Context: an optimization exercise on an open-source flow, tuned for a short achievable clock period and few clock cycles. The choices shown serve that exercise and are no tape-out recipe.
RTL that was checked went through simulation tests only; none was proved equivalent to the original.
Only the layout flow was run in runs 4 to 6; the RTL was not checked for function there.
Power is estimated from default activity; no workload was simulated.

$ cat flow/run.sh
#!/bin/bash
# synth_recipe.tcl (not shown) runs the flow's synth.tcl, then flattens the netlist and writes it again
# the make line also repeats each setting of config.mk as NAME=value (left out here)
make -C /OpenROAD-flow-scripts/flow DESIGN_CONFIG=/design/flow/config.mk WORK_HOME=/design/flow/orfs CLKGATE_MAP_FILE= SYNTH_SCRIPT=/design/flow/synth_recipe.tcl finish
$ cat flow/config.mk
export PLATFORM = sky130hd
export DESIGN_NAME = cpu_8b
export DESIGN_NICKNAME = cpu_8b
export VERILOG_FILES = /design/flow/design.v
export SDC_FILE = /design/flow/constraint.sdc
export NUM_CORES = 4
export LEC_CHECK = 0
export CAP_MARGIN = 20
export CORE_MARGIN = 2
export CORE_UTILIZATION = 40
export SETUP_SLACK_MARGIN = 3.3
export SLEW_MARGIN = 20
export TNS_END_PERCENT = 100
$ cat flow/constraint.sdc
create_clock -name core_clock -period 5.0 [get_ports {clk}]
set_input_delay 1.0000 -clock core_clock [delete_from_list [all_inputs] [get_ports {clk}]]
set_output_delay 1.0000 -clock core_clock [all_outputs]
set_load 0.01 [all_outputs]
$ cat flow/design.v
module control_unit(
    input wire [7:0] instr,          
    input wire [2:0] state,          
    input wire zf,                   
    input wire reset,                
    output reg [2:0] next_state,     
    output reg pc_we,                
    output reg pc_sel,               
    output reg pc_jmp_sel,           
    output reg [3:0] pc_offset,      
    output reg addr_sel,             
    output reg [3:0] addr_offset,    
    output reg mem_sel,              
    output reg mem_we,               
    output reg [2:0] alu_opcode,     
    output reg alu_sel_a,            
    output reg alu_sel_b,            
    output reg alu_we,               
    output reg zf_we,                
    output reg ir_we,                
    output reg a_sel,                
    output reg a_we,                 
    output reg b_sel,                
    output reg b_we,                 
    output reg halt                  
);
    localparam ADD    = 3'b000;
    localparam AND    = 3'b001;
    localparam NOT    = 3'b010;
    localparam LOAD   = 3'b011;
    localparam STORE  = 3'b100;
    localparam JUMP   = 3'b101;
    localparam JUMPz  = 3'b110;
    localparam HALT   = 3'b111;
    localparam FETCH      = 3'b000; 
    localparam DECODE     = 3'b001;
    localparam EXECUTE    = 3'b010;
    localparam MEMORY     = 3'b011;
    localparam WRITEBACK  = 3'b100;
    localparam HALT_STATE = 3'b101;
    localparam IDLE       = 3'b110;
    always @(*) begin
        pc_we = 0;               
        pc_sel = 0;              
        pc_jmp_sel = 0;          
        pc_offset = 4'b0000;     
        addr_sel = 0;            
        addr_offset = 4'b0000;   
        mem_sel = 0;             
        mem_we = 0;              
        alu_opcode = 3'b000;     
        alu_sel_a = 0;           
        alu_sel_b = 0;           
        alu_we = 0;              
        zf_we = 0;               
        ir_we = 0;               
        a_sel = 0;               
        a_we = 0;                
        b_sel = 0;               
        b_we = 0;                
        halt = 0;                
        next_state = FETCH;      
        if (reset) begin
            next_state = FETCH;      
        end
        else begin
            case (state)
                FETCH: begin                     
                    next_state = DECODE;         
                    pc_we = 1;                   
                    ir_we = 1;                   
                end
                DECODE: begin    
                    case (instr[7:5])       
                        ADD, AND, NOT, JUMP, JUMPz: begin
                            next_state = EXECUTE;       
                        end
                        LOAD, STORE: begin
                            next_state = MEMORY;
                        end
                        HALT: begin
                            next_state = HALT_STATE;
                        end
                    endcase
                end
                EXECUTE: begin                           
                    case (instr[7:5])
                        ADD, AND: begin
                            alu_opcode = instr[7:5];     
                            alu_sel_a = instr[3];        
                            alu_sel_b = instr[2];        
                            alu_we = 1;                  
                            zf_we = 1;                   
                            next_state = WRITEBACK;
                        end
                        NOT: begin
                            alu_opcode = instr[7:5];     
                            alu_sel_a = instr[3];        
                            alu_we = 1;                  
                            zf_we = 1;                   
                            next_state = WRITEBACK;
                        end
                        JUMP: begin
                            pc_jmp_sel = instr[4];       
                            pc_offset = instr[3:0];      
                            pc_sel = 1;                  
                            pc_we = 1;                   
                            next_state = IDLE;
                        end
                        JUMPz: begin
                            if (zf == 1) begin
                                pc_jmp_sel = instr[4];   
                                pc_offset = instr[3:0];  
                                pc_sel = 1;              
                                pc_we = 1;               
                            end
                            next_state = IDLE;
                        end
                    endcase
                end
                MEMORY: begin                                    
                    case (instr[7:5])
                        LOAD: begin
                            addr_offset = instr[3:0];    
                            addr_sel = 1;                
                            next_state = WRITEBACK;
                        end
                        STORE: begin
                            addr_offset = instr[3:0];    
                            addr_sel = 1;                
                            mem_sel = instr[4];          
                            mem_we = 1;                  
                            next_state = IDLE;
                        end
                    endcase
                end
                WRITEBACK: begin                         
                    case (instr[7:5])
                        ADD, AND, NOT: begin
                            if (instr[4] == 0) begin
                                a_sel = 1;               
                                a_we = 1;                
                            end else begin
                                b_sel = 1;               
                                b_we = 1;                
                            end
                            next_state = FETCH;
                        end
                        LOAD: begin
                            if (instr[4] == 0) begin
                                a_we = 1;            
                            end else begin
                                b_we = 1;            
                            end
                            next_state = FETCH;
                        end
                    endcase
                end 
                HALT_STATE: begin
                    halt = 1;
                    next_state = HALT_STATE;
                end
                IDLE: begin
                    next_state = FETCH;
                end
            endcase
        end
    end
endmodule
module alu(
    input wire [2:0] opcode,         
    input wire [7:0] a,              
    input wire [7:0] b,              
    output reg [7:0] y,              
    output reg zf                    
);
    localparam ADD = 3'b000;         
    localparam AND = 3'b001;         
    localparam NOT = 3'b010;         
always @(*) begin
    zf = 0;
    case (opcode)
        ADD: begin             
            y = a + b;
        end
        AND: begin              
            y = a & b;
        end
        NOT: begin              
            y = ~a;
        end
        default: begin               
            y = 8'b00000000;
        end
    endcase
    if (y == 8'b00000000) begin
        zf = 1;
    end
end
endmodule
module register #(
    parameter WIDTH = 8
)(
    input wire clk,                  
    input wire rst,                  
    input wire we,                   
    input wire [WIDTH-1:0] d,        
    output reg [WIDTH-1:0] q         
);
    always @(posedge clk) begin      
        if (rst) begin
            q <= {WIDTH{1'b0}};      
        end else if (we) begin
            q <= d;                  
        end
    end
endmodule
module mux_2to1 (
    input wire [7:0] in0,    
    input wire [7:0] in1,    
    input wire sel,          
    output wire [7:0] out    
);
    assign out = sel ? in1 : in0;
endmodule
module adder(
    input wire [7:0] a,
    input wire [7:0] b,
    output wire [7:0] sum
);
    assign sum = a + b;
endmodule
module zext(
    input wire [3:0] in,
    output wire [7:0] out
);
assign out = {4'b0000, in};
endmodule
module cpu_8b(
    input wire clk,
    input wire rst,
    output wire halt,
    output wire mem_we,
    output wire [7:0] mem_addr,
    output wire [7:0] mem_wdata,
    input wire [7:0] mem_rdata
);
    reg [7:0] ra, rb;
    reg [7:0] res;        
    reg halted;
    reg [7:0] ir;         
    reg irv;
    reg [7:0] ipc;        
    reg [7:0] ipc1;       
    reg [7:0] ib;         
    reg ibv;
    reg [7:0] aq;         
    reg we;
    reg [7:0] wdata;
    reg pki;              
    reg pa, pb;           
    reg rki;              
    reg la, lb;           
    reg [7:0] rpc;
    reg [7:0] fp;         
    reg jf;               
    assign halt = halted;
    assign mem_we = we;
    assign mem_addr = aq;
    assign mem_wdata = wdata;
    reg [16:0] dv;
    wire [16:0] dv_ib, dv_rd;
    cpu_dec dec_ib(.i(ib), .d(dv_ib));
    cpu_dec dec_rd(.i(mem_rdata), .d(dv_rd));
    wire [3:0] off = ir[3:0];
    wire is_add = dv[0];
    wire is_and = dv[1];
    wire is_not = dv[2];
    wire is_alu = dv[3];
    wire is_ld = dv[4];
    wire is_st = dv[5];
    wire is_jmp = dv[6];
    wire is_jz = dv[7];
    wire is_halt = dv[8];
    wire reads_a = dv[9];
    wire reads_b = dv[10];
    wire fwd_ok = dv[11];
    wire o0 = dv[12];
    wire o1 = dv[13];
    wire o2 = dv[14];
    wire o3 = dv[15];
    wire x32 = dv[16];
    wire zf = (res == 8'd0);
    wire taken = is_jmp | (is_jz & zf);
    reg fl;
    wire irv_e = irv & ~fl;
    wire ibv_e = ibv & ~fl;
    wire rki_e = rki & ~fl;
    wire stall = (pa & reads_a) | (pb & reads_b) |
                 (((la & reads_a) | (lb & reads_b)) & ~fwd_ok);
    wire ex = irv_e & ~halted & ~stall;
    wire [7:0] va = la ? mem_rdata : ra;
    wire [7:0] vb = lb ? mem_rdata : rb;
    wire [7:0] r4 = ir[4] ? vb : va;
    wire fwd = (la & reads_a) | (lb & reads_b);
    wire [7:0] ab = ra + rb;
    wire [7:0] s3n = ir[3] ? rb : ra;
    wire [7:0] yadd = x32 ? ab : {s3n[6:0], 1'b0};
    wire [7:0] yand = x32 ? (ra & rb) : s3n;
    wire [7:0] yn = is_add ? yadd : (is_and ? yand : ~s3n);
    wire [7:0] m = ~x32 ? 8'hff : (lb ? ra : rb);
    wire [7:0] rd = mem_rdata;
    wire [7:0] yfw = ({8{is_add}} & {rd[6:0], 1'b0}) | ({8{is_and}} & rd & m) |
                     ({8{is_not}} & ~rd);
    wire [7:0] y = fwd ? yfw : yn;
    function [7:0] addoff(input [7:0] b, input [3:0] o);
        reg [4:0] lo;
        begin
            lo = {1'b0, b[3:0]} + {1'b0, o};
            addoff = {lo[4] ? b[7:4] + 4'd1 : b[7:4], lo[3:0]};
        end
    endfunction
    wire [7:0] ea = addoff(ipc1, off);
    wire [7:0] ta = addoff(ra, off);
    wire [7:0] tb = addoff(rb, off);
    wire [7:0] tgt = ir[4] ? tb : ta;
    wire [7:0] fpv = jf ? aq + 8'd1 : fp;
    wire [7:0] fp1 = fpv + 8'd1;
    wire n1 = ibv_e | rki_e | pki;
    wire n2 = (ibv_e & rki_e) | (ibv_e & pki) | (rki_e & pki);
    wire n3 = ibv_e & rki_e & pki;
    wire stf = is_st & (o0 | (o1 & n1) | (o2 & n2) | (o3 & n3));
    wire ldf = is_ld & ((o0 & ~n1) | (o1 & n1 & ~n2) | (o2 & n2 & ~n3) | (o3 & n3));
    wire dib = (stf & ibv_e & o0);
    wire drd = (stf & rki_e & (o0 | (o1 & ibv_e)));
    wire dfl = (stf & pki & (o0 | (o1 & (ibv_e | rki_e)) | (o2 & ibv_e & rki_e)));
    wire e1_1 = ibv_e & ~dib;
    wire e2_1 = rki_e & ~drd;
    wire fin1 = pki & ~dfl;
    wire room1 = ~(e1_1 & e2_1 & fin1);
    wire over0 = irv_e & ibv_e & rki_e;
    wire fin0 = pki & ~over0;
    wire nibv0 = (irv_e & (ibv_e | rki_e)) | (ibv_e & rki_e);
    wire room0 = ~((irv_e | ibv_e | rki_e) & nibv0 & fin0);
    wire nx_halt = ibv_e ? (ib[7:5] == 3'd7) : (rki_e & (mem_rdata[7:5] == 3'd7));
    wire early_halt = nx_halt & (ibv_e | rki_e) & (~irv_e | (ex & ~is_st & ~taken));
    always @(posedge clk) begin
        if (rst) begin
            ra <= 8'd0;
            rb <= 8'd0;
            res <= 8'd1;
            halted <= 1'b0;
            ir <= 8'd0;
            dv <= 17'd0;
            irv <= 1'b0;
            ipc <= 8'd0;
            ipc1 <= 8'd1;
            ib <= 8'd0;
            ibv <= 1'b0;
            aq <= 8'd0;
            we <= 1'b0;
            wdata <= 8'd0;
            pki <= 1'b0;
            pa <= 1'b0;
            pb <= 1'b0;
            rki <= 1'b1;
            la <= 1'b0;
            lb <= 1'b0;
            rpc <= 8'd0;
            fp <= 8'd1;
            jf <= 1'b0;
            fl <= 1'b0;
        end else begin
            if (la & ~(ex & is_alu & ~ir[4])) ra <= mem_rdata;
            if (lb & ~(ex & is_alu & ir[4])) rb <= mem_rdata;
            if (ex & is_alu) begin
                if (ir[4]) rb <= y;
                else ra <= y;
                res <= y;
            end
            if ((ex & is_halt) | early_halt) halted <= 1'b1;
            if (ex) begin
                irv <= e1_1 | e2_1;
                ibv <= e1_1 & e2_1;
                if (e1_1) begin
                    ir <= ib;
                    dv <= dv_ib;
                    ipc <= ipc1;
                    ipc1 <= ipc1 + 8'd1;
                    ib <= mem_rdata;
                end else begin
                    ir <= mem_rdata;
                    dv <= dv_rd;
                    ipc <= rpc;
                    ipc1 <= rpc + 8'd1;
                end
            end else begin
                irv <= irv_e | ibv_e | rki_e;
                ibv <= nibv0;
                if (irv_e) begin
                    if (~ibv_e) ib <= mem_rdata;
                end else if (ibv_e) begin
                    ir <= ib;
                    dv <= dv_ib;
                    ipc <= ipc1;
                    ipc1 <= ipc1 + 8'd1;
                    ib <= mem_rdata;
                end else begin
                    ir <= mem_rdata;
                    dv <= dv_rd;
                    ipc <= rpc;
                    ipc1 <= rpc + 8'd1;
                end
            end
            rki <= ex ? fin1 : fin0;
            la <= pa & ~(ex & is_alu & ~ir[4]);
            lb <= pb & ~(ex & is_alu & ir[4]);
            rpc <= aq;
            we <= ex & is_st;
            pa <= ex & is_ld & ~ir[4];
            pb <= ex & is_ld & ir[4];
            wdata <= r4;
            jf <= 1'b0;
            fl <= ex & taken;
            fp <= fpv;
            if (ex & (is_ld | is_st)) begin
                aq <= ea;
                pki <= is_ld ? ldf : stf;
                if (is_ld ? ldf : stf) jf <= 1'b1;
            end else if (ex & taken) begin
                aq <= tgt;
                pki <= 1'b1;
                jf <= 1'b1;
            end else begin
                aq <= fpv;
                if (ex ? room1 : (room0 & ~over0)) begin
                    pki <= 1'b1;
                    fp <= fp1;
                end else begin
                    pki <= 1'b0;
                    if (~ex & over0) fp <= rpc;
                end
            end
        end
    end
endmodule
module cpu_dec(
    input wire [7:0] i,
    output wire [16:0] d
);
    wire [2:0] op = i[7:5];
    wire is_add = (op == 3'd0);
    wire is_and = (op == 3'd1);
    wire is_not = (op == 3'd2);
    wire is_alu = is_add | is_and | is_not;
    wire rd2 = is_add | is_and;
    wire rd4 = (op == 3'd4) | (op == 3'd5) | (op == 3'd6);
    assign d[0] = is_add;
    assign d[1] = is_and;
    assign d[2] = is_not;
    assign d[3] = is_alu;
    assign d[4] = (op == 3'd3);
    assign d[5] = (op == 3'd4);
    assign d[6] = (op == 3'd5);
    assign d[7] = (op == 3'd6);
    assign d[8] = (op == 3'd7);
    assign d[9] = (is_alu & ~i[3]) | (rd2 & ~i[2]) | (rd4 & ~i[4]);
    assign d[10] = (is_alu & i[3]) | (rd2 & i[2]) | (rd4 & i[4]);
    assign d[11] = is_and | is_not | (op == 3'd4) | (is_add & (i[3] == i[2]));
    assign d[12] = (i[3:0] == 4'd0);
    assign d[13] = (i[3:0] == 4'd1);
    assign d[14] = (i[3:0] == 4'd2);
    assign d[15] = (i[3:0] == 4'd3);
    assign d[16] = i[3] ^ i[2];
endmodule
==> reports/summary.txt, run 1 <==
Setup violators final = 0
Post-place setup slack = 1640 ps
Global routing usage on met3 = 0.0515
Chip width = 138 um
Dpl cell area = 7800 um^2
Crit start category = flop
Setup TNS = 0 ps
CP Data Arrival Time = 2480 ps
Worst-path clk slew = 80 ps
Antenna violations before repair = 0
Main synth FF type = dfxtp_1
CTS tree = built
Multiplexer area fraction after synthesis = 0.0737
Mean post-synth cell area = 7.72 um^2
GR Layer Usage met2 = 0.429
Period utilisation layout = 0.446
Worst setup EP type = flop
Total GRT Usage = 0.278
Slew margin rel. = 0.467
Simple logic cell fraction of the synthesized area = 0.239
Cells after Synth = 928
Number of enable flip-flop cells after synthesis = 0
Synthesized flop and latch total = 106
Fmax = 449 MHz
Post-layout util = 0.588
P_leak = 3.82 nW
Die area = 19000 um^2
Gr busiest metal = met2
Clk sink count = 106
Synthesized net count = 971
Xor/xnor share of the synthesized area = 0.0318
N_diodes = 0
# IOs = 28
Compound-Gate Fraction of Synth Area = 0.241
Vias = 7911
Number of global-route vias before repair = 7211
CTS Buffer Depth = 2
Final instance area = 10200 um^2
CTS Buf Count = 9
CP Class = flop to flop
Row Count = 48
Max Cap Violations = 0
CORE AREA = 17400 um^2
Async SR Flop Fraction = 0
Commonest cells after routing, fill and taps aside = nor2_1 (91), nand2_1 (79), buf_4 (79)
Port Buffers = 27
Residual DRC count = 0
Seq/Total Area, Yosys = 0.296
PD cells = 271 nW/um^2
Design Power = 2.77 mW
Critical Path RT = 5250 ps
DR vias/cell = 6.23
Cts hold-fix bufs = 0
Wire length per cell = 20.9 um
CTS Root Cell = clkbuf_16
Least-Margin Pin Slew = 778 ps
H-tree levels = 3
Maximum fanout along the worst path = 9
Fin cells = 1269
WHS = 477 ps
DRT iter0 DRCs = 887
Final Routed Wirelength = 26.5 mm
GR Layer Usage met1 = 0.392
Adder-Cell Fraction of Synth Area = 0.0646
Drt pass-1 iters = 5
Starting density of the core = 0.412
First-pass GRT wire length = 40.5 mm
Dpl cells = 1111
Worst Skew = 13.8 ps
RSZ-0062 raised after global routing = true
Final hold viol count = 0
Distinct cell type count after synthesis = 68
Post-synthesis cell area = 7170 um^2
Area grow syn2layout = 42.9%
Pin count of the biggest net entering global routing = 52
ANT nets after route = 0
Final Max Slew Viols = 0
Post-DP HPWL = 15.0 mm
Max reg flops = 17
Skew-Pair Late Insertion Delay = 370 ps
Total Nets Final = 1082
Largest family of logic cells by synthesized area = compound AO/OA/AOI/OAI gates
Fin crit period = 2230 ps
Die height = 138 um
Most flops, register = dv
HP Class = flop to flop
Remaining global-route overflow = 0
Commonest non-fill, non-tap cell in the layout = nor2_1
Slack of the critical path = 2770 ps
Placer congestion estimate = 0.832
VDD IR max = 0.000190 V
Share of cells above drive strength 1 = 0.393
Synth warn = 1
Status = complete, no violations
## worst max-delay path, cell delays in order (launching register included)
cell,delay [ps]
dfxtp_4,380
a22oi_2,290
buf_4,200
o211ai_4,100
buf_6,150
buf_6,110
o21ai_4,220
buf_12,180
nand2_1,100
a311oi_1,380
## cells in the mapped netlist, types with 4 or more instances
cell,n,share of area
o21ai_0,61,0.043
or3_1,8,0.0070
nand3b_1,4,0.0042
nand4_1,13,0.011
inv_1,24,0.013
xnor2_1,16,0.020
o21a_1,4,0.0042
nor4b_1,6,0.0073
o211ai_1,13,0.014
fa_1,4,0.011
dfxtp_1,106,0.30
nand3_1,31,0.022
a31oi_1,10,0.0087
nor2_1,105,0.055
nor2b_1,17,0.015
o22ai_1,5,0.0044
o221ai_1,4,0.0049
a21o_1,5,0.0052
a22oi_1,9,0.0094
xor2_1,10,0.012
clkbuf_1,54,0.028
mux2_2,14,0.022
nand2b_1,14,0.012
nand2_1,93,0.049
nand4b_1,5,0.0061
mux2i_1,37,0.052
a21oi_1,62,0.043
and2_1,4,0.0035
buf_2,12,0.0084
nor3_1,31,0.022
and3_1,13,0.011
a211oi_1,22,0.023
a311oi_1,24,0.029
ha_1,29,0.051
buf_1,5,0.0026
## cell families (layout without fill, tap and decap cells)
family          count (synthesis)  count (layout)
simple gates                  355             357
compound gates                257             260
flops                         106             106
buf+inv                        98             209
mux                            51              51
fa+ha+maj                      35              35
xor+xnor                       26              26
## layer usage
metal  vias to the layer above  share of wire
met5                         -              0
met4                         0          0.032
met3                        73          0.076
met2                       377           0.45
met1                      3830           0.44
li1                       3631              -
## where the power goes
group	total [mW]	internal (mW)	switching [mW]	leakage (nW)
Clock	0.769	0.400	0.369	0.154
Sequential	1.04	0.916	0.126	0.887
Combinational	0.961	0.464	0.497	2.78
Total	2.77	1.78	0.993	3.82
## area by class of cell
type                            instances  area [um^2]
Fill cell                            1519         7170
Tap cell                              225          282
Sequential cell                       106         2230
Timing Repair Buffer                  169         1670
Inverter                               24          104
Multi-Input combinational cell        729         5650
Clock buffer                            9          225
Clock inverter                          7         83.8
## what timing repair did
action / CTS / global route
endpoints found under the setup margin: 116 / 109
buffers inserted: 113 / 21
cloned: 7 / 1
gates resized for setup: 290 / 92
pin swaps: 84 / 80
## final timing paths
kind | slack [ps] | from | to | depth (start not counted)
worst min-delay path | 480 | res[2] | res[2] | 2
worst max-delay path | 2770 | dv[10] | ir[0] | 9
worst min register to register | 480 | res[2] | res[2] | 2
worst max register to register | 2770 | dv[10] | ir[0] | 9
Testbench counts, summed over its fixed seeds: cycles 36,310.
==> run 2: changes to the inputs <==
--- a/flow/config.mk
+++ b/flow/config.mk
@@ -9,5 +9,5 @@
 export CORE_MARGIN = 2
 export CORE_UTILIZATION = 40
-export SETUP_SLACK_MARGIN = 3.3
+export SETUP_SLACK_MARGIN = 2.9
 export SLEW_MARGIN = 20
 export TNS_END_PERCENT = 100
==> reports/summary.txt, run 2 <==
Setup TNS = 0 ps (unchanged)
Cts hold-fix bufs = 0 (unchanged)
Max reg flops = 17 (unchanged)
CTS Root Cell = clkbuf_16 (unchanged)
CTS tree = built (unchanged)
Period utilisation layout = 0.444 (was 0.446)
Pin count of the biggest net entering global routing = 61 (was 52)
Internal = 1.81 mW (was 1.78 mW)
Fill cells = 1600 (was 1519)
Final Routed Wirelength = 23.8 mm (was 26.5 mm)
Chip width = 138 um (unchanged)
Post-place setup slack = 1900 ps (was 1640 ps)
Area grow syn2layout = 30.2% (was 42.9%)
Levels on crit path = 9 (unchanged)
Crit start category = flop (unchanged)
Clk sink count = 106 (unchanged)
Most flops, register = dv (unchanged)
Final hold viol count = 0 (unchanged)
CP Data Arrival Time = 2440 ps (was 2480 ps)
Worst setup EP type = flop (unchanged)
List of most frequent post-synthesis cells = dfxtp_1 (106), nor2_1 (105), nand2_1 (93), a21oi_1 (62), o21ai_0 (61) (unchanged)
Share of cells above drive strength 1 = 0.277 (was 0.393)
Setup violators final = 0 (unchanged)
Skew-Pair Late Insertion Delay = 360 ps (was 370 ps)
Top delay family on crit path = compound AO/OA/AOI/OAI gates (unchanged)
Maximum fanout along the worst path = 10 (was 9)
Critical Path RT = 5220 ps (was 5250 ps)
Yosys top cell area share = 0.296 (unchanged)
Synth area leader = dfxtp_1 (unchanged)
Antenna violations before repair = 1 (was 0)
Synthesized net count = 971 (unchanged)
Post-synthesis cell area = 7170 um^2 (unchanged)
Mean post-synth cell area = 7.72 um^2 (unchanged)
CP Class = flop to flop (unchanged)
CP Capture Point = fp[2] (was ir[0])
RSZ-0062 raised after global routing = true (unchanged)
Main synth FF type = dfxtp_1 (unchanged)
Commonest cells after routing, fill and taps aside = nor2_1 (99), nand2_1 (86), dfxtp_1 (69) (was nor2_1 (91), nand2_1 (79), buf_4 (79))
Sw power = 889 uW (was 993 uW)
H-tree levels = 3 (unchanged)
CORE AREA = 17400 um^2 (unchanged)
P_leak = 3.49 nW (was 3.82 nW)
Async SR Flop Fraction = 0 (unchanged)
Worst-path clk slew = 70 ps (was 80 ps)
DR vias/cell = 6.13 (was 6.23)
Port Buffers = 27 (unchanged)
Crit path buf inv count = 3 (was 4)
HP Class = flop to flop (unchanged)
Total GRT Usage = 0.244 (was 0.278)
Vias = 7440 (was 7911)
ANT nets after route = 0 (unchanged)
CP most frequent cell = buf_4 (was buf_6)
Drt pass-1 iters = 5 (unchanged)
Cells after Synth = 928 (unchanged)
Status = complete, no violations (unchanged)
DRT iter0 DRCs = 668 (was 887)
Reg2reg path depth = 9 (unchanged)
Row Count = 48 (unchanged)
# IOs = 28 (unchanged)
Slack of the critical path = 2780 ps (was 2770 ps)
Seq/Total Area, Yosys = 0.296 (unchanged)
Sw frac = 0.329 (was 0.358)
Fmax = 451 MHz (was 449 MHz)
Crit path max-delay cell type = a221oi_4 (was dfxtp_4)
Die height = 138 um (unchanged)
Reg-to-reg endpoint = fp[2] (was ir[0])
RR Startpoint = dv[10] (unchanged)
Most frequent cell after synthesis = dfxtp_1 (unchanged)
Total Nets Final = 1026 (was 1082)
Wire length per cell = 19.6 um (was 20.9 um)
Worst Skew = 11.5 ps (was 13.8 ps)
Post-DP HPWL = 14.7 mm (was 15.0 mm)
Clock network fraction of total power = 0.328 (was 0.277)
PD cells = 289 nW/um^2 (was 271 nW/um^2)
Final Max Slew Viols = 0 (unchanged)
Crit path from = dv[10] (unchanged)
Slew margin rel. = 0.506 (was 0.467)
First-pass GRT wire length = 36.2 mm (was 40.5 mm)
Commonest non-fill, non-tap cell in the layout = nor2_1 (unchanged)
Multi-input logic area = 5300 um^2 (was 5650 um^2)
Die area = 19000 um^2 (unchanged)
Least-Margin Pin Slew = 740 ps (was 778 ps)
Number of global-route vias before repair = 6693 (was 7211)
CP max stage delay = 380 ps (about the same)
Register Area = 2210 um^2 (was 2230 um^2)
Starting density of the core = 0.412 (unchanged)
FF-to-FF setup slack = 2780 ps (was 2770 ps)
Fin crit period = 2220 ps (was 2230 ps)
CP cell instances = a221oi_4, buf_4, buf_4, buf_4, o2111a_2, a21oi_4, and3_1, o21ai_0, a21oi_1 (was a22oi_2, buf_4, o211ai_4, buf_6, buf_6, o21ai_4, buf_12, nand2_1, a311oi_1)
Synthesized flop and latch total = 106 (unchanged)
Remaining global-route overflow = 0 (unchanged)
Largest cells by area after synthesis = dfxtp_1 (30%), nor2_1 (5.5%), mux2i_1 (5.2%) (unchanged)
VDD IR max = 0.000210 V (was 0.000190 V)
Sequential share of power = 0.384 (was 0.376)
Synth warn = 1 (unchanged)
Distinct cell type count after synthesis = 68 (unchanged)
Residual DRC count = 0 (unchanged)
CTS Buffer Depth = 2 (unchanged)
Number of enable flip-flop cells after synthesis = 0 (unchanged)
CTS Buf Count = 9 (unchanged)
Placer congestion estimate = 0.953 (was 0.832)
Max Cap Violations = 0 (unchanged)
Combinational power share = 0.288 (was 0.347)
## run 2: how the worst min path moves through the flow
| stage | from | to | cells past startpoint |
|---|---|---|---|
| floorplan | res[1] | res[1] | 2 |
| global placement | res[1] | res[1] | 2 |
| detailed placement | res[1] | res[1] | 2 |
| CTS | res[1] | res[1] | 2 |
| global route | res[1] | res[1] | 2 |
| finish | res[1] | res[1] | 2 |
## run 2: power groups by stage
stage,clock network [mW],registers [mW],logic (mW)
floorplan,0,0.990,0.437
global placement,0,1.04,0.548
detailed placement,0,1.04,0.549
global route,0.934,1.05,0.845
CTS,0.892,1.03,0.654
finish,0.886,1.04,0.778
## run 2: logic make-up after synthesis
kind of cell | synth area share
simple gates | 0.239
buf+inv | 0.0546
flops | 0.296
xor+xnor | 0.0318
mux | 0.0737
compound gates | 0.241
fa+ha+maj | 0.0646
## run 2: metrics by stage
step	hold WS (ps)	cell area (um^2)	cells	total power, mW	util
detailed placement	457	7480	1114	1.59	0.430
floorplan	436	7180	928	1.43	-
CTS	467	8660	1169	2.58	0.497
global placement	447	7480	1114	1.59	0.430
finish	463	9340	1214	2.70	0.536
global route	510	9330	1213	2.83	0.536
## run 2: cell type report
type	instances	area share
Sequential cell	106	0.237
Timing Repair Buffer	113	0.116
Multi-Input combinational cell	729	0.568
Clock inverter	6	0.0146
Antenna cell	1	0.000268
Inverter	24	0.0103
Tap cell	225	0.0302
Clock buffer	10	0.0245
## run 2: worst register-to-register path, cell delays in order, from the launching register on
cell      delay [ps]
dfxtp_4          370
a221oi_4         380
buf_4            190
buf_4             90
buf_4            100
o2111a_2         370
a21oi_4          110
and3_1           180
o21ai_0          190
a21oi_1          110
## run 2: layer usage
metal  share of wire  vias up  track usage
li1                -     3514            -
met1            0.44     3562        0.335
met2            0.46      301        0.382
met3           0.074       63       0.0530
met4           0.026        0       0.0754
met5               0        -            0
## run 2: repair_timing
action,CTS,global route
setup endpoints to repair,106,70
pin swaps,45,56
endpoints found under the hold margin,0,0
resized for setup,160,105
gates cloned,6,3
buffers inserted,33,41
==> run 3: changes to the inputs <==
--- a/flow/config.mk
+++ b/flow/config.mk
@@ -9,5 +9,6 @@
 export CORE_MARGIN = 2
 export CORE_UTILIZATION = 40
-export SETUP_SLACK_MARGIN = 2.9
+export SETUP_SLACK_MARGIN = 3.3
 export SLEW_MARGIN = 20
+export SYNTH_HIERARCHICAL = 1
 export TNS_END_PERCENT = 100
==> reports/summary.txt, run 3 <==
Status = complete, no violations (unchanged)
Pin count of the biggest net entering global routing = 54 (was 61)
Final instance area = 10000 um^2 (was 9340 um^2)
Chip width = 139 um (was 138 um)
Residual DRC count = 0 (unchanged)
Worst Skew = 9.07 ps (was 11.5 ps)
Crit start category = flop (unchanged)
Largest cells by area after synthesis = dfxtp_1 (29%), nand2_1 (5.9%), nor2_1 (5.5%) (was dfxtp_1 (30%), nor2_1 (5.5%), mux2i_1 (5.2%))
Synthesized flop and latch total = 106 (unchanged)
Vias = 7418 (was 7440)
Final hold viol count = 0 (unchanged)
Xor/xnor share of the synthesized area = 0.0325 (was 0.0318)
Multiplexer area fraction after synthesis = 0.0667 (was 0.0737)
P_leak = 3.78 nW (was 3.49 nW)
VDD IR max = 0.000209 V (was 0.000210 V)
Post-synthesis cell area = 7270 um^2 (was 7170 um^2)
Setup TNS = 0 ps (unchanged)
Synth area leader = dfxtp_1 (unchanged)
Maximum fanout along the worst path = 3 (was 10)
Number of global-route vias before repair = 6769 (was 6693)
Wire length per cell = 20.2 um (was 19.6 um)
Seq/Total Area, Yosys = 0.292 (was 0.296)
Fin crit period = 2120 ps (was 2220 ps)
WHS = 464 ps (was 463 ps)
ANT nets after route = 0 (unchanged)
Worst-path clk slew = 70 ps (about the same)
Row Count = 49 (was 48)
Commonest cells after routing, fill and taps aside = nor2_1 (95), nand2_1 (95), dfxtp_1 (67) (was nor2_1 (99), nand2_1 (86), dfxtp_1 (69))
Remaining global-route overflow = 0 (unchanged)
CTS tree = built (unchanged)
Drt pass-1 iters = 7 (was 5)
N_diodes = 0 (was 1)
Async SR Flop Fraction = 0 (unchanged)
Die area = 19300 um^2 (was 19000 um^2)
# IOs = 28 (unchanged)
Synth warn = 7 (was 1)
Dpl cell area = 7860 um^2 (was 7480 um^2)
Yosys top cell area share = 0.292 (was 0.296)
DRT iter0 DRCs = 687 (was 668)
Slew margin rel. = 0.608 (was 0.506)
Critical Path RT = 5270 ps (was 5220 ps)
List of most frequent post-synthesis cells = nand2_1 (115), dfxtp_1 (106), nor2_1 (106), o21ai_0 (48), a21oi_1 (42) (was dfxtp_1 (106), nor2_1 (105), nand2_1 (93), a21oi_1 (62), o21ai_0 (61))
PD cells = 351 nW/um^2 (was 289 nW/um^2)
Fmax = 471 MHz (was 451 MHz)
H-tree levels = 3 (unchanged)
First-pass GRT wire length = 37.4 mm (was 36.2 mm)
CTS Buf Count = 9 (unchanged)
CP Class = flop to flop (unchanged)
Share of cells above drive strength 1 = 0.395 (was 0.277)
Main synth FF type = dfxtp_1 (unchanged)
CORE AREA = 17900 um^2 (was 17400 um^2)
CTS Root Cell = clkbuf_16 (unchanged)
Most flops, register = dv (unchanged)
Worst setup EP type = flop (unchanged)
Antenna violations before repair = 0 (was 1)
Die height = 139 um (was 138 um)
Total GRT Usage = 0.241 (was 0.244)
CP Data Arrival Time = 2400 ps (was 2440 ps)
Total Nets Final = 1035 (was 1026)
Setup violators final = 0 (unchanged)
Most frequent cell after synthesis = nand2_1 (was dfxtp_1)
Starting density of the core = 0.406 (was 0.412)
Mean post-synth cell area = 7.98 um^2 (was 7.72 um^2)
Adder-Cell Fraction of Synth Area = 0.0664 (was 0.0646)
Number of enable flip-flop cells after synthesis = 0 (unchanged)
Distinct cell type count after synthesis = 77 (was 68)
Simple logic cell fraction of the synthesized area = 0.226 (was 0.239)
CTS Buffer Depth = 2 (unchanged)
Skew-Pair Late Insertion Delay = 360 ps (about the same)
Least-Margin Pin Slew = 587 ps (was 740 ps)
Final Max Slew Viols = 0 (unchanged)
Clk sink count = 106 (unchanged)
Max Cap Violations = 0 (unchanged)
Post-DP HPWL = 14.7 mm (about the same)
Final Routed Wirelength = 24.8 mm (was 23.8 mm)
Placer congestion estimate = 0.845 (was 0.953)
Synthesized net count = 955 (was 971)
RSZ-0062 raised after global routing = true (unchanged)
Period utilisation layout = 0.425 (was 0.444)
Max reg flops = 17 (unchanged)
Cells after Synth = 912 (was 928)
HP Class = flop to flop (unchanged)
DR vias/cell = 6.05 (was 6.13)
Largest family of logic cells by synthesized area = compound AO/OA/AOI/OAI gates (unchanged)
Design Power = 3.51 mW (was 2.70 mW)
Area grow syn2layout = 37.7% (was 30.2%)
Compound-Gate Fraction of Synth Area = 0.254 (was 0.241)
Port Buffers = 27 (unchanged)
==> run 3: cell types whose count changed after synthesis, sizes merged, moves of 14 or more <==
cell / before / now
o21ai: 65 / 50
nor3: 33 / 13
clkbuf: 55 / 31
a21oi: 63 / 42
buf: 19 / 37
nand3: 31 / 17
nand2: 93 / 117
==> run 3: layer usage <==
layer  wire length, um  GRT usage  vias to the layer above
met5                 0          0                        -
met4               464     0.0797                        0
met3              1510     0.0325                       39
met2             11500      0.382                      259
met1             11300      0.340                     3613
li1                  -          -                     3507
==> run 3: cell type report <==
class	instances	area, um^2
tap	229	287
clock buffer	11	254
timing repair buffer	132	1270
inverter	30	113
fill	1582	7890
multi-input combinational	713	5820
clock inverter	5	27.5
sequential	106	2240
==> run 3: final timing paths <==
path / startpoint / end / slack (ps) / cells after the start
min: res[2] / res[2] / 460 / 2
max: rb[0] / ra[4] / 2880 / 9
max reg2reg: rb[0] / ra[4] / 2880 / 9
min reg2reg: res[2] / res[2] / 460 / 2
==> run 3: metrics by stage <==
stage / util / cells / setup slack, ps
after floorplan: - / 912 / 3060
after global placement: 0.439 / 1104 / 1640
after detailed placement: 0.439 / 1104 / 1550
after CTS: 0.518 / 1190 / 2870
after global routing: 0.559 / 1226 / 2800
final: 0.559 / 1226 / 2880
==> run 3: critical path: stages (launching register included) <==
cell	delay [ps]
dfxtp_4	380
ha_4	140
inv_2	40
fa_2	380
nor2b_4	150
o21ai_2	90
and4b_1	200
o31a_1	240
o22a_2	230
a211oi_2	190
==> run 3: modules after synthesis (local to each module, per instance) <==
module	times used	flops+latches	area, um^2
cpu_8b	1	106	6790
cpu_dec	2	0	241
==> run 3: power breakdown <==
group	internal, mW	switching (mW)	total (mW)	leakage (nW)
combinational	0.761	0.833	1.59	2.75
clock	0.366	0.332	0.698	0.140
sequential	0.988	0.233	1.22	0.890
==> run 3: timing repair <==
item	in CTS	in global routing
hold endpoints to repair	0	0
hold buffers	0	0
endpoints found under the setup margin	118	109
resized for setup	269	115
pin swaps	66	69
buffers inserted	65	35
cloned	5	1
==> run 3: kinds of logic after synthesis <==
logic type      Yosys count
xor+xnor                 27
simple gates            344
compound gates          255
buf+inv                  98
flops                   106
fa+ha+maj                37
mux                      45
==> run 4: changes to the inputs <==
--- a/flow/design.v
+++ b/flow/design.v
@@ -304,7 +304,8 @@
     wire [7:0] r4 = ir[4] ? vb : va;
     wire fwd = (la & reads_a) | (lb & reads_b);
-    wire [7:0] ab = ra + rb;
+    wire [7:0] ab;
+    cpu_add add(.a(ra), .b(rb), .s(ab));
     wire [7:0] s3n = ir[3] ? rb : ra;
-    wire [7:0] yadd = x32 ? ab : {s3n[6:0], 1'b0};
+    wire [7:0] yadd = x32 ? 8'h00 : {s3n[6:0], 1'b0};
     wire [7:0] yand = x32 ? (ra & rb) : s3n;
     wire [7:0] yn = is_add ? yadd : (is_and ? yand : ~s3n);
@@ -314,4 +315,14 @@
                      ({8{is_not}} & ~rd);
     wire [7:0] y = fwd ? yfw : yn;
+    wire gsum = ex & is_add & x32 & ~fwd & ~rst;
+    wire wra = ex & is_alu & ~ir[4];
+    wire wrb = ex & is_alu & ir[4];
+    wire [7:0] qa = rst ? 8'h00 : (wra ? y : (la ? mem_rdata : ra));
+    wire [7:0] qb = rst ? 8'h00 : (wrb ? y : (lb ? mem_rdata : rb));
+    wire [7:0] qr = rst ? 8'h01 : ((ex & is_alu) ? y : res);
+    wire [7:0] n_ra, n_rb, n_res;
+    cpu_or_and fa_(.g(gsum & ~ir[4]), .a(ab), .r(qa), .d(n_ra));
+    cpu_or_and fb_(.g(gsum & ir[4]), .a(ab), .r(qb), .d(n_rb));
+    cpu_or_and fr_(.g(gsum), .a(ab), .r(qr), .d(n_res));
     function [7:0] addoff(input [7:0] b, input [3:0] o);
         reg [4:0] lo;
@@ -347,7 +358,7 @@
     always @(posedge clk) begin
         if (rst) begin
-            ra <= 8'd0;
-            rb <= 8'd0;
-            res <= 8'd1;
+            ra <= n_ra;
+            rb <= n_rb;
+            res <= n_res;
             halted <= 1'b0;
             ir <= 8'd0;
@@ -372,11 +383,7 @@
             fl <= 1'b0;
         end else begin
-            if (la & ~(ex & is_alu & ~ir[4])) ra <= mem_rdata;
-            if (lb & ~(ex & is_alu & ir[4])) rb <= mem_rdata;
-            if (ex & is_alu) begin
-                if (ir[4]) rb <= y;
-                else ra <= y;
-                res <= y;
-            end
+            ra <= n_ra;
+            rb <= n_rb;
+            res <= n_res;
             if ((ex & is_halt) | early_halt) halted <= 1'b1;
             if (ex) begin
@@ -474,2 +481,15 @@
     assign d[16] = i[3] ^ i[2];
 endmodule
+module cpu_add(
+    input wire [7:0] a, b,
+    output wire [7:0] s
+);
+    assign s = a + b;
+endmodule
+module cpu_or_and(
+    input wire g,
+    input wire [7:0] a, r,
+    output wire [7:0] d
+);
+    assign d = ({8{g}} & a) | r;
+endmodule
==> reports/summary.txt, run 4 <==
Status = complete, no violations (unchanged)
Met2 wire len = 11.7 mm (was 11.5 mm)
Share of cells above drive strength 1 = 0.356 (was 0.395)
Max layer used = met4 (unchanged)
Mean post-synth cell area = 8.20 um^2 (was 7.98 um^2)
Skew-Pair Late Insertion Delay = 370 ps (was 360 ps)
CTS tree = built (unchanged)
CTS Buffer Depth = 2 (unchanged)
Largest family of logic cells by synthesized area = compound AO/OA/AOI/OAI gates (unchanged)
Post-DP HPWL = 14.3 mm (was 14.7 mm)
Vias = 7377 (was 7418)
Total GRT Usage = 0.237 (was 0.241)
CP Capture Point = ir[3] (was ra[4])
Seq/Total Area, Yosys = 0.279 (was 0.292)
Worst Skew = 12.6 ps (was 9.07 ps)
Slew margin rel. = 0.582 (was 0.608)
Xor/xnor share of the synthesized area = 0.0369 (was 0.0325)
Crit path from = dv[10] (was rb[0])
Yosys top cell area share = 0.279 (was 0.292)
Period utilisation layout = 0.422 (was 0.425)
Least-Margin Pin Slew = 627 ps (was 587 ps)
Slack of the critical path = 2890 ps (was 2880 ps)
Synth area leader = dfxtp_1 (unchanged)
Hold path depth = 1 (was 2)
Wire length per cell = 19.6 um (was 20.2 um)
Most frequent cell after synthesis = dfxtp_1 (was nand2_1)
Post-place setup slack = 1810 ps (was 1550 ps)
Reg2reg path depth = 10 (was 9)
CP Class = flop to flop (unchanged)
CTS Root Cell = clkbuf_16 (unchanged)
Antenna violations before repair = 0 (unchanged)
Synth warn = 7 (unchanged)
Most flops, register = dv (unchanged)
Simple logic cell fraction of the synthesized area = 0.215 (was 0.226)
Residual DRC count = 0 (unchanged)
Drt pass-1 iters = 6 (was 7)
Starting density of the core = 0.408 (was 0.406)
PD cells = 316 nW/um^2 (was 351 nW/um^2)
Number of global-route vias before repair = 6936 (was 6769)
Die area = 20100 um^2 (was 19300 um^2)
Final Routed Wirelength = 24.4 mm (was 24.8 mm)
Async SR Flop Fraction = 0 (unchanged)
List of most frequent post-synthesis cells = dfxtp_1 (106), nor2_1 (97), nand2_1 (89), mux2i_1 (50), a211oi_1 (48) (was nand2_1 (115), dfxtp_1 (106), nor2_1 (106), o21ai_0 (48), a21oi_1 (42))
Reg-to-reg endpoint = ir[3] (was ra[4])
Critical Path RT = 5220 ps (was 5270 ps)
Placer congestion estimate = 0.876 (was 0.845)
Row Count = 50 (was 49)
FF-to-FF setup slack = 2890 ps (was 2880 ps)
Remaining global-route overflow = 0 (unchanged)
HP Class = flop to flop (unchanged)
Post-synthesis cell area = 7600 um^2 (was 7270 um^2)
Fill cells = 1659 (was 1582)
ANT nets after route = 0 (unchanged)
Port Buffers = 27 (unchanged)
Max reg flops = 17 (unchanged)
Multiplexer area fraction after synthesis = 0.0837 (was 0.0667)
Commonest cells after routing, fill and taps aside = nor2_1 (88), nand2_1 (85), dfxtp_1 (68) (was nor2_1 (95), nand2_1 (95), dfxtp_1 (67))
P_leak = 4.10 nW (was 3.78 nW)
Cells after Synth = 926 (was 912)
Area grow syn2layout = 33.6% (was 37.7%)
# IOs = 28 (unchanged)
Fin crit period = 2110 ps (was 2120 ps)
CTS Buf Count = 9 (unchanged)
Post-layout util = 0.544 (was 0.559)
DRT met1 WL = 11.1 mm (was 11.3 mm)
CORE AREA = 18600 um^2 (was 17900 um^2)
Maximum fanout along the worst path = 6 (was 3)
Commonest non-fill, non-tap cell in the layout = nor2_1
Pin count of the biggest net entering global routing = 92 (was 54)
Adder-Cell Fraction of Synth Area = 0.0593 (was 0.0664)
VDD IR max = 0.000199 V (was 0.000209 V)
CP Data Arrival Time = 2330 ps (was 2400 ps)
Distinct cell type count after synthesis = 83 (was 77)
N_diodes = 0 (unchanged)
Max Cap Violations = 0 (unchanged)
Chip width = 142 um (was 139 um)
DR vias/cell = 5.92 (was 6.05)
RSZ-0062 raised after global routing = true (unchanged)
Setup TNS = 0 ps (unchanged)
Main synth FF type = dfxtp_1 (unchanged)
RR Startpoint = dv[10] (was rb[0])
Largest cells by area after synthesis = dfxtp_1 (28%), mux2i_1 (6.6%), nor2_1 (4.8%) (was dfxtp_1 (29%), nand2_1 (5.9%), nor2_1 (5.5%))
Synthesized flop and latch total = 106 (unchanged)
Worst setup EP type = flop (unchanged)
First-pass GRT wire length = 37.7 mm (was 37.4 mm)
Worst-path clk slew = 80 ps (was 70 ps)
Setup violators final = 0 (unchanged)
Synthesized net count = 968 (was 955)
Fmax = 474 MHz (was 471 MHz)
Number of enable flip-flop cells after synthesis = 0 (unchanged)
Total Nets Final = 1051 (was 1035)
H-tree levels = 3 (unchanged)
Met3 WL = 1.16 mm (was 1.51 mm)
Cts hold-fix bufs = 0 (unchanged)
DRT iter0 DRCs = 547 (was 687)
Final hold viol count = 0 (unchanged)
Crit start category = flop (unchanged)
Die height = 142 um (was 139 um)
Final Max Slew Viols = 0 (unchanged)
Compound-Gate Fraction of Synth Area = 0.259 (was 0.254)
Clk sink count = 106 (unchanged)
==> run 4: Yosys stat by module, one instance, submodules excluded <==
module / cells inside / copies in the design
cpu_8b: 793 / 1
cpu_add: 38 / 1
cpu_dec: 34 / 2
cpu_or_and: 9 / 3
==> run 4: logic make-up (layout without fill, tap and decap cells) <==
family,Yosys count,after routing
mux,62,62
buf+inv,95,180
simple gates,324,326
xor+xnor,32,32
compound gates,273,273
fa+ha+maj,34,34
flops,106,106
==> run 4: worst min-delay path by stage <==
stage / start / endpoint / slack [ps]
floorplan: dv[8] / halted / 460
global placement: pb / lb / 480
detailed placement: pb / lb / 480
CTS: pb / lb / 480
global route: pb / lb / 500
finish: pb / lb / 470
==> run 4: cell type report <==
type                    instances  area (um^2)  area share
well taps                     234          293      0.0288
repair buffers                139         1480       0.146
flip-flops and latches        106         2220       0.219
inverters                      26         97.6     0.00962
multi-input cells             727         5760       0.568
clock inverters                 6         73.8     0.00727
clock buffers                   9          225      0.0222
==> run 4: what timing repair did <==
action / in CTS / in global routing
pin swaps: 68 / 55
setup buffers: 78 / 23
cloned: 6 / 4
endpoints found under the setup margin: 124 / 106
resized for setup: 256 / 91
==> run 4: stage by stage <==
step                      cells  cell area, um^2  hold slack [ps]  total power [mW]
after global placement     1121             7990              478              2.02
after detailed placement   1121             7990              478              2.03
final                      1247            10100              472              3.20
after floorplan             926             7850              463              1.81
after global routing       1247            10100              496              3.36
after CTS                  1220             9530              479              3.04
==> run 4: routing by layer <==
metal | GRT usage | vias to the layer above
met5 | 0 | -
met4 | 0.0789 | 0
met3 | 0.0418 | 35
met2 | 0.385 | 208
met1 | 0.318 | 3602
li1 | - | 3532
==> run 4: worst max-delay path, cell delays in order, from the launching register on <==
cell	delay [ps]
dfxtp_4	370
a22oi_2	230
buf_4	170
o211ai_4	70
buf_6	150
buf_6	110
o21ai_4	190
buf_6	160
buf_12	150
mux2i_2	240
a211oi_1	110
==> run 4: report_power, final <==
part	total, mW	internal (mW)	leakage (nW)	switching, mW
Combinational	1.32	0.653	3.07	0.667
Clock	0.752	0.393	0.140	0.360
Sequential	1.13	0.957	0.888	0.173
Total	3.20	2.00	4.10	1.20
==> run 5: changes to the inputs <==
--- a/flow/design.v
+++ b/flow/design.v
@@ -299,5 +299,8 @@
     wire stall = (pa & reads_a) | (pb & reads_b) |
                  (((la & reads_a) | (lb & reads_b)) & ~fwd_ok);
-    wire ex = irv_e & ~halted & ~stall;
+    wire ex, exq, exr;
+    cpu_ex ex0(.v(irv_e), .halted(halted), .stall(stall), .ex(ex));
+    cpu_ex ex1(.v(irv_e), .halted(halted), .stall(stall), .ex(exq));
+    cpu_ex ex2(.v(irv_e), .halted(halted), .stall(stall), .ex(exr));
     wire [7:0] va = la ? mem_rdata : ra;
     wire [7:0] vb = lb ? mem_rdata : rb;
@@ -315,10 +318,10 @@
                      ({8{is_not}} & ~rd);
     wire [7:0] y = fwd ? yfw : yn;
-    wire gsum = ex & is_add & x32 & ~fwd & ~rst;
-    wire wra = ex & is_alu & ~ir[4];
-    wire wrb = ex & is_alu & ir[4];
+    wire gsum = exr & is_add & x32 & ~fwd & ~rst;
+    wire wra = exr & is_alu & ~ir[4];
+    wire wrb = exr & is_alu & ir[4];
     wire [7:0] qa = rst ? 8'h00 : (wra ? y : (la ? mem_rdata : ra));
     wire [7:0] qb = rst ? 8'h00 : (wrb ? y : (lb ? mem_rdata : rb));
-    wire [7:0] qr = rst ? 8'h01 : ((ex & is_alu) ? y : res);
+    wire [7:0] qr = rst ? 8'h01 : ((exr & is_alu) ? y : res);
     wire [7:0] n_ra, n_rb, n_res;
     cpu_or_and fa_(.g(gsum & ~ir[4]), .a(ab), .r(qa), .d(n_ra));
@@ -354,4 +357,7 @@
     wire nibv0 = (irv_e & (ibv_e | rki_e)) | (ibv_e & rki_e);
     wire room0 = ~((irv_e | ibv_e | rki_e) & nibv0 & fin0);
+    wire take = exq | ~irv_e;
+    wire src_ib = ibv_e & ~dib;
+    wire hold_ib = ibv_e & ~exq;
     wire nx_halt = ibv_e ? (ib[7:5] == 3'd7) : (rki_e & (mem_rdata[7:5] == 3'd7));
     wire early_halt = nx_halt & (ibv_e | rki_e) & (~irv_e | (ex & ~is_st & ~taken));
@@ -387,30 +393,12 @@
             res <= n_res;
             if ((ex & is_halt) | early_halt) halted <= 1'b1;
-            if (ex) begin
-                irv <= e1_1 | e2_1;
-                ibv <= e1_1 & e2_1;
-                if (e1_1) begin
+            irv <= exq ? (e1_1 | e2_1) : (irv_e | ibv_e | rki_e);
+            ibv <= exq ? (e1_1 & e2_1) : nibv0;
+            if (take) begin
+                if (src_ib) begin
                     ir <= ib;
                     dv <= dv_ib;
                     ipc <= ipc1;
                     ipc1 <= ipc1 + 8'd1;
-                    ib <= mem_rdata;
-                end else begin
-                    ir <= mem_rdata;
-                    dv <= dv_rd;
-                    ipc <= rpc;
-                    ipc1 <= rpc + 8'd1;
-                end
-            end else begin
-                irv <= irv_e | ibv_e | rki_e;
-                ibv <= nibv0;
-                if (irv_e) begin
-                    if (~ibv_e) ib <= mem_rdata;
-                end else if (ibv_e) begin
-                    ir <= ib;
-                    dv <= dv_ib;
-                    ipc <= ipc1;
-                    ipc1 <= ipc1 + 8'd1;
-                    ib <= mem_rdata;
                 end else begin
                     ir <= mem_rdata;
@@ -420,4 +408,5 @@
                 end
             end
+            if (~hold_ib) ib <= mem_rdata;
             rki <= ex ? fin1 : fin0;
             la <= pa & ~(ex & is_alu & ~ir[4]);
@@ -494,2 +483,8 @@
     assign d = ({8{g}} & a) | r;
 endmodule
+module cpu_ex(
+    input wire v, halted, stall,
+    output wire ex
+);
+    assign ex = v & ~halted & ~stall;
+endmodule
==> reports/summary.txt, run 5 <==
Area grow syn2layout = 35.6% (was 33.6%)
CP Data Arrival Time = 2420 ps (was 2330 ps)
Synth area leader = dfxtp_1 (unchanged)
Clock network fraction of total power = 0.232 (was 0.235)
Setup TNS = 0 ps (unchanged)
P_leak = 4.05 nW (was 4.10 nW)
Fmax = 458 MHz (was 474 MHz)
Maximum fanout along the worst path = 7 (was 6)
Fin cells = 1286 (was 1247)
Post-layout util = 0.552 (was 0.544)
Die height = 142 um (about the same)
Design Power = 3.12 mW (was 3.20 mW)
Commonest non-fill, non-tap cell in the layout = nand2_1 (was nor2_1)
List of most frequent post-synthesis cells = nand2_1 (124), dfxtp_1 (106), nor2_1 (90), a21oi_1 (65), o21ai_0 (54) (was dfxtp_1 (106), nor2_1 (97), nand2_1 (89), mux2i_1 (50), a211oi_1 (48))
Multiplexer area fraction after synthesis = 0.0751 (was 0.0837)
Xor/xnor share of the synthesized area = 0.0207 (was 0.0369)
Placer congestion estimate = 0.847 (was 0.876)
Post-DP HPWL = 15.7 mm (was 14.3 mm)
HP Class = flop to flop (unchanged)
Setup violators final = 0 (unchanged)
Most flops, register = dv (unchanged)
Distinct cell type count after synthesis = 77 (was 83)
Post-synthesis cell area = 7620 um^2 (was 7600 um^2)
Remaining global-route overflow = 0 (unchanged)
Dpl cells = 1164 (was 1121)
DRT iter0 DRCs = 606 (was 547)
Share of cells above drive strength 1 = 0.363 (was 0.356)
Final hold viol count = 0 (unchanged)
Simple logic cell fraction of the synthesized area = 0.225 (was 0.215)
Final Routed Wirelength = 25.8 mm (was 24.4 mm)
Crit start category = flop (unchanged)
Largest family of logic cells by synthesized area = compound AO/OA/AOI/OAI gates (unchanged)
Synthesized flop and latch total = 106 (unchanged)
Sw power = 1.17 mW (was 1.20 mW)
Mean post-synth cell area = 7.86 um^2 (was 8.20 um^2)
Least-Margin Pin Slew = 604 ps (was 627 ps)
Cells after Synth = 969 (was 926)
Worst Skew = 9.84 ps (was 12.6 ps)
Max reg flops = 17 (unchanged)
CP max stage delay = 350 ps (was 370 ps)
H-tree levels = 3 (unchanged)
Internal = 1.95 mW (was 2.00 mW)
Skew-Pair Late Insertion Delay = 360 ps (was 370 ps)
Adder-Cell Fraction of Synth Area = 0.0575 (was 0.0593)
CP Class = flop to flop (unchanged)
CP most frequent cell = buf_4 (was buf_6)
Seq/Total Area, Yosys = 0.279 (about the same)
Synthesized net count = 1010 (was 968)
Final Max Slew Viols = 0 (unchanged)
Port Buffers = 27 (unchanged)
RSZ-0062 raised after global routing = true (unchanged)
VDD IR max = 0.000173 V (was 0.000199 V)
Cts hold-fix bufs = 0 (unchanged)
Status = complete, no violations (unchanged)
Sw frac = 0.373 (was 0.375)
# IOs = 28 (unchanged)
Total Nets Final = 1089 (was 1051)
PD cells = 302 nW/um^2 (was 316 nW/um^2)
CTS tree = built (unchanged)
Slew margin rel. = 0.597 (was 0.582)
First-pass GRT wire length = 39.6 mm (was 37.7 mm)
Largest cells by area after synthesis = dfxtp_1 (28%), nand2_1 (6.1%), mux2i_1 (5.0%) (was dfxtp_1 (28%), mux2i_1 (6.6%), nor2_1 (4.8%))
CTS Buffer Depth = 2 (unchanged)
N_diodes = 0 (unchanged)
Number of enable flip-flop cells after synthesis = 0 (unchanged)
Worst-path clk slew = 80 ps (about the same)
Commonest cells after routing, fill and taps aside = nand2_1 (107), nor2_1 (76), dfxtp_1 (71) (was nor2_1 (88), nand2_1 (85), dfxtp_1 (68))
Async SR Flop Fraction = 0 (unchanged)
Chip width = 142 um (about the same)
Most frequent cell after synthesis = nand2_1 (was dfxtp_1)
Yosys top cell area share = 0.279 (about the same)
Total GRT Usage = 0.249 (was 0.237)
CP cell instances = a22oi_2, o21ai_4, buf_4, buf_4, nor3b_4, buf_4, nand2b_4, buf_6, bufbuf_16, a311oi_1 (was a22oi_2, buf_4, o211ai_4, buf_6, buf_6, o21ai_4, buf_6, buf_12, mux2i_2, a211oi_1)
CTS Buf Count = 9 (unchanged)
Compound-Gate Fraction of Synth Area = 0.274 (was 0.259)
DR vias/cell = 6.07 (was 5.92)
Drt pass-1 iters = 5 (was 6)
Max Cap Violations = 0 (unchanged)
Critical Path RT = 5230 ps (was 5220 ps)
Residual DRC count = 0 (unchanged)
Worst setup EP type = flop (unchanged)
Crit path buf inv count = 5 (unchanged)
Crit path max-delay cell type = dfxtp_4 (unchanged)
CTS Root Cell = clkbuf_16 (unchanged)
Number of global-route vias before repair = 7107 (was 6936)
Wire length per cell = 20.1 um (was 19.6 um)
Period utilisation layout = 0.437 (was 0.422)
Pin count of the biggest net entering global routing = 51 (was 92)
Synth warn = 7 (unchanged)
Die area = 20200 um^2 (was 20100 um^2)
CORE AREA = 18700 um^2 (was 18600 um^2)
Fill cells = 1623 (was 1659)
Antenna violations before repair = 0 (unchanged)
ANT nets after route = 0 (unchanged)
Vias = 7804 (was 7377)
Starting density of the core = 0.407 (was 0.408)
Fin crit period = 2190 ps (was 2110 ps)
Sequential share of power = 0.363 (was 0.353)
Top delay family on crit path = buffers and inverters (unchanged)
Main synth FF type = dfxtp_1 (unchanged)
Combinational power share = 0.405 (was 0.412)
Clk sink count = 106 (unchanged)
Row Count = 50 (unchanged)
==> run 5: worst paths after layout <==
path	from	endpoint	slack (ps)	depth (start not counted)
setup / recovery	la	ir[2]	2810	10
hold / removal	pa	la	460	2
setup reg to reg	la	ir[2]	2810	10
hold reg to reg	pa	la	460	2
==> run 5: kinds of logic (layout without fill, tap and decap cells) <==
logic type      after synthesis  count (layout)
buf+inv                     109             186
fa+ha+maj                    33              33
compound gates              299             299
mux                          55              55
simple gates                349             355
xor+xnor                     18              18
flops                       106             106
==> run 5: modules after synthesis (local to each module, per instance) <==
| module | times used | cells | area (um^2) | flops+latches |
|---|---|---|---|---|
| cpu_or_and | 3 | 9 | 71.3 | 0 |
| cpu_dec | 2 | 34 | 241 | 0 |
| cpu_add | 1 | 38 | 312 | 0 |
| cpu_8b | 1 | 833 | 6570 | 106 |
| cpu_ex | 3 | 1 | 12.5 | 0 |
==> run 5: metal layers <==
layer | part of all wire | wire length [um] | up-vias | global-route usage
li1 | - | - | 3694 | -
met1 | 0.43 | 11200 | 3754 | 0.329
met2 | 0.47 | 12200 | 288 | 0.409
met3 | 0.054 | 1400 | 68 | 0.0417
met4 | 0.039 | 1020 | 0 | 0.0958
met5 | 0 | 0 | - | 0
==> run 5: what timing repair did <==
| action | 4_1_cts | 5_1_grt |
|---|---|---|
| gates resized for setup | 280 | 93 |
| setup buffers | 73 | 22 |
| pin swaps | 77 | 47 |
| endpoints found under the setup margin | 116 | 113 |
| cloned | 12 | 0 |
==> run 5: cell type report <==
class / instances / area (um^2) / share of cell area
Multi-Input combinational cell: 760 / 5980 / 0.579
Sequential cell: 106 / 2210 / 0.214
Timing Repair Buffer: 137 / 1430 / 0.138
Tap cell: 234 / 293 / 0.0283
Clock buffer: 10 / 229 / 0.0222
Inverter: 34 / 136 / 0.0132
Clock inverter: 5 / 56.3 / 0.00545
==> run 5: per-stage QoR <==
step / hold slack, ps / instance area (um^2) / setup slack, ps
final: 461 / 10300 / 2810
after global routing: 478 / 10300 / 2730
after global placement: 446 / 8180 / 1750
after detailed placement: 427 / 8180 / 1630
after floorplan: 409 / 8080 / 2700
after CTS: 451 / 9800 / 2860
==> run 5: tightest hold or removal path, stage by stage, from the launching register on <==
cell	delay (ps)
dfxtp_1	330
inv_1	50
a311oi_1	40
==> run 5: power by group through the flow <==
stage,clock network (mW),logic (mW),registers [mW]
4_1_cts,0.732,1.11,1.12
2_1_floorplan,0,0.725,1.05
3_5_place_dp,0,0.842,1.13
5_1_grt,0.766,1.35,1.14
3_3_place_gp,0,0.832,1.13
6_report,0.725,1.26,1.13
==> run 6: changes to the inputs <==
--- a/flow/design.v
+++ b/flow/design.v
@@ -297,6 +297,6 @@
     wire ibv_e = ibv & ~fl;
     wire rki_e = rki & ~fl;
-    wire stall = (pa & reads_a) | (pb & reads_b) |
-                 (((la & reads_a) | (lb & reads_b)) & ~fwd_ok);
+    reg stall_r;
+    wire stall = stall_r;
     wire ex, exq, exr;
     cpu_ex ex0(.v(irv_e), .halted(halted), .stall(stall), .ex(ex));
@@ -360,4 +360,16 @@
     wire src_ib = ibv_e & ~dib;
     wire hold_ib = ibv_e & ~exq;
+    function stl(input pa_, pb_, la_, lb_, rda, rdb, fo);
+        stl = ((pa_ | (la_ & ~fo)) & rda) | ((pb_ | (lb_ & ~fo)) & rdb);
+    endfunction
+    wire pa1 = is_ld & ~ir[4];
+    wire pb1 = is_ld & ir[4];
+    wire la1 = pa & ~(is_alu & ~ir[4]);
+    wire lb1 = pb & ~(is_alu & ir[4]);
+    wire s1_ib = stl(pa1, pb1, la1, lb1, dv_ib[9], dv_ib[10], dv_ib[11]);
+    wire s1_rd = stl(pa1, pb1, la1, lb1, dv_rd[9], dv_rd[10], dv_rd[11]);
+    wire s0_ir = stl(1'b0, 1'b0, pa, pb, reads_a, reads_b, fwd_ok);
+    wire s0_rd = stl(1'b0, 1'b0, pa, pb, dv_rd[9], dv_rd[10], dv_rd[11]);
+    wire n_stall = exq ? (src_ib ? s1_ib : s1_rd) : (irv_e ? s0_ir : s0_rd);
     wire nx_halt = ibv_e ? (ib[7:5] == 3'd7) : (rki_e & (mem_rdata[7:5] == 3'd7));
     wire early_halt = nx_halt & (ibv_e | rki_e) & (~irv_e | (ex & ~is_st & ~taken));
@@ -388,5 +400,7 @@
             jf <= 1'b0;
             fl <= 1'b0;
+            stall_r <= 1'b0;
         end else begin
+            stall_r <= n_stall;
             ra <= n_ra;
             rb <= n_rb;
==> reports/summary.txt, run 6 <==
VDD IR max = 0.000207 V (was 0.000173 V)
Maximum fanout along the worst path = 6 (was 7)
First-pass GRT wire length = 41.7 mm (was 39.6 mm)
CP Capture Point = fp[5] (was ir[2])
PD cells = 359 nW/um^2 (was 302 nW/um^2)
Final Max Slew Viols = 0 (unchanged)
Cells after Synth = 970 (was 969)
Reg2reg path depth = 9 (was 10)
Distinct cell type count after synthesis = 78 (was 77)
HP Class = flop to flop (unchanged)
Setup violators final = 0 (unchanged)
CTS Buffer Depth = 2 (unchanged)
Max reg flops = 17 (unchanged)
Dpl cells = 1163 (was 1164)
N_diodes = 0 (unchanged)
Synth area leader = dfxtp_1 (unchanged)
Sequential share of power = 0.335 (was 0.363)
Sw frac = 0.408 (was 0.373)
Final instance area = 10300 um^2 (about the same)
Number of global-route vias before repair = 7430 (was 7107)
Final hold viol count = 0 (unchanged)
Synthesized net count = 1011 (was 1010)
CTS tree = built (unchanged)
FF-to-FF setup slack = 2820 ps (was 2810 ps)
RR Startpoint = fl (was la)
H-tree levels = 3 (unchanged)
Remaining global-route overflow = 0 (unchanged)
Clk sink count = 107 (was 106)
Main synth FF type = dfxtp_1 (unchanged)
CP Data Arrival Time = 2470 ps (was 2420 ps)
Worst Skew = 19.0 ps (was 9.84 ps)
Internal = 2.19 mW (was 1.95 mW)
Fin crit period = 2180 ps (was 2190 ps)
Setup TNS = 0 ps (unchanged)
Share of cells above drive strength 1 = 0.360 (was 0.363)
Total GRT Usage = 0.264 (was 0.249)
Sw power = 1.51 mW (was 1.17 mW)
Final Routed Wirelength = 27.5 mm (was 25.8 mm)
List of most frequent post-synthesis cells = nand2_1 (139), dfxtp_1 (107), nor2_1 (76), o21ai_0 (54), a21oi_1 (51) (was nand2_1 (124), dfxtp_1 (106), nor2_1 (90), a21oi_1 (65), o21ai_0 (54))
Fill cells = 1669 (was 1623)
Reg-to-reg endpoint = fp[5] (was ir[2])
CP Class = flop to flop (unchanged)
Wire length per cell = 21.1 um (was 20.1 um)
Seq/Total Area, Yosys = 0.282 (was 0.279)
Synth warn = 7 (unchanged)
Skew-Pair Late Insertion Delay = 370 ps (was 360 ps)
DRT iter0 DRCs = 849 (was 606)
Chip width = 142 um (about the same)
Drt pass-1 iters = 6 (was 5)
Multi-input logic area = 5890 um^2 (was 5980 um^2)
Starting density of the core = 0.407 (about the same)
Least-Margin Pin Slew = 626 ps (was 604 ps)
Commonest non-fill, non-tap cell in the layout = nand2_1 (unchanged)
Die area = 20100 um^2 (was 20200 um^2)
ANT nets after route = 0 (unchanged)
Fmax = 458 MHz (about the same)
Crit path from = fl (was la)
Synthesized flop and latch total = 107 (was 106)
Critical Path RT = 5290 ps (was 5230 ps)
Post-DP HPWL = 16.3 mm (was 15.7 mm)
Worst setup EP type = flop (unchanged)
# IOs = 28 (unchanged)
Status = complete, no violations (unchanged)
Placer congestion estimate = 0.905 (was 0.847)
Total Nets Final = 1103 (was 1089)
Most flops, register = dv (unchanged)
Dpl cell area = 8030 um^2 (was 8180 um^2)
Async SR Flop Fraction = 0 (unchanged)
DR vias/cell = 6.25 (was 6.07)
Combinational power share = 0.459 (was 0.405)
Max Cap Violations = 0 (unchanged)
run 6: cell count changes after synthesis, sizes merged, moves of 6 or more:
| cell | delta |
|---|---|
| a211oi | -7 |
| a21oi | -15 |
| a221oi | -7 |
| a2bb2oi | -6 |
| a311oi | +7 |
| a31oi | +7 |
| mux2 | -10 |
| nand2 | +15 |
| nor2 | -13 |
| o211ai | +9 |
| o22ai | +10 |
| or3 | +7 |
run 6: kinds of logic after synthesis:
group,count (synthesis),share of synthesized area
AO/OA/AOI/OAI,305,0.282
XOR/XNOR,18,0.0208
adder cells (fa/ha/maj),34,0.0592
buffers and inverters,106,0.0689
flip-flops,107,0.282
multiplexers,44,0.0592
AND/OR/NAND/NOR,356,0.228
run 6: critical path, cell delays in order (launching register included):
cell	delay, ps
dfxtp_4	360
nand2b_4	160
inv_4	60
nor3b_4	310
clkinvlp_4	240
and4b_4	280
buf_6	150
nand4bb_1	180
a31o_2	250
a21oi_1	120
run 6: final cells by class:
cell class              instances  share of cell area
clock inverters                 7             0.00789
repair inverters                1            0.000485
flip-flops and latches        107               0.218
inverters                      32              0.0129
repair buffers                148               0.139
multi-input cells             763               0.571
clock buffers                   9              0.0218
well taps                     234              0.0284
run 6: timing repair:
action / 4_1_cts / 5_1_grt
hold buffers: 0 / 0
gates cloned: 6 / 2
pin swaps: 66 / 44
gates resized for setup: 286 / 107
endpoints found under the setup margin: 123 / 106
buffers inserted: 88 / 26
run 6: layer usage:
layer,global-route usage,vias up,share of wire
met5,0,-,0
met4,0.0811,0,0.021
met3,0.0580,54,0.081
met2,0.420,376,0.47
met1,0.359,3929,0.43
li1,-,3770,-
run 6: worst min path at each step:
stage          start  endpoint  slack, ps  cells after the start
3_5_place_dp      pa        la        490                      2
5_1_grt        aq[7]    rpc[7]        530                      1
4_1_cts           pa        la        490                      2
2_1_floorplan     pa        la        450                      2
3_3_place_gp      pa        la        490                      2
6_report       dv[8]     dv[8]        500                      2
run 6: metrics by stage:
| step | utilization | hold slack (ps) | setup slack (ps) | total power [mW] |
|---|---|---|---|---|
| floorplan | - | 445 | 2900 | 2.02 |
| global placement | 0.431 | 488 | 1850 | 2.32 |
| detailed placement | 0.431 | 491 | 1790 | 2.32 |
| CTS | 0.520 | 494 | 2910 | 3.45 |
| global route | 0.553 | 530 | 2770 | 3.89 |
| finish | 0.553 | 505 | 2820 | 3.71 |
run 6: per-module statistics from Yosys, one instance, submodules excluded:
module / flops+latches / area, um^2
cpu_8b: 107 / 6550
cpu_or_and: 0 / 71.3
cpu_dec: 0 / 241
cpu_add: 0 / 312
cpu_ex: 0 / 12.5
run 6: power by group through the flow:
stage               Clock, mW  Sequential, mW  Combinational [mW]
global placement            0            1.23                1.09
global route            0.811            1.26                1.82
detailed placement          0            1.23                1.09
CTS                     0.776            1.22                1.46
floorplan                   0            1.11               0.910
finish                  0.764            1.24                1.70

Re-timed with assumed drivers on the ports (clkbuf_16 on the clock, buf_2 on other inputs), run 6 has 2.818 ns of setup slack against 2.818 ns with ideal ports, and 2.555 ns once port delays also move by the mid clock arrival of 0.400 ns.
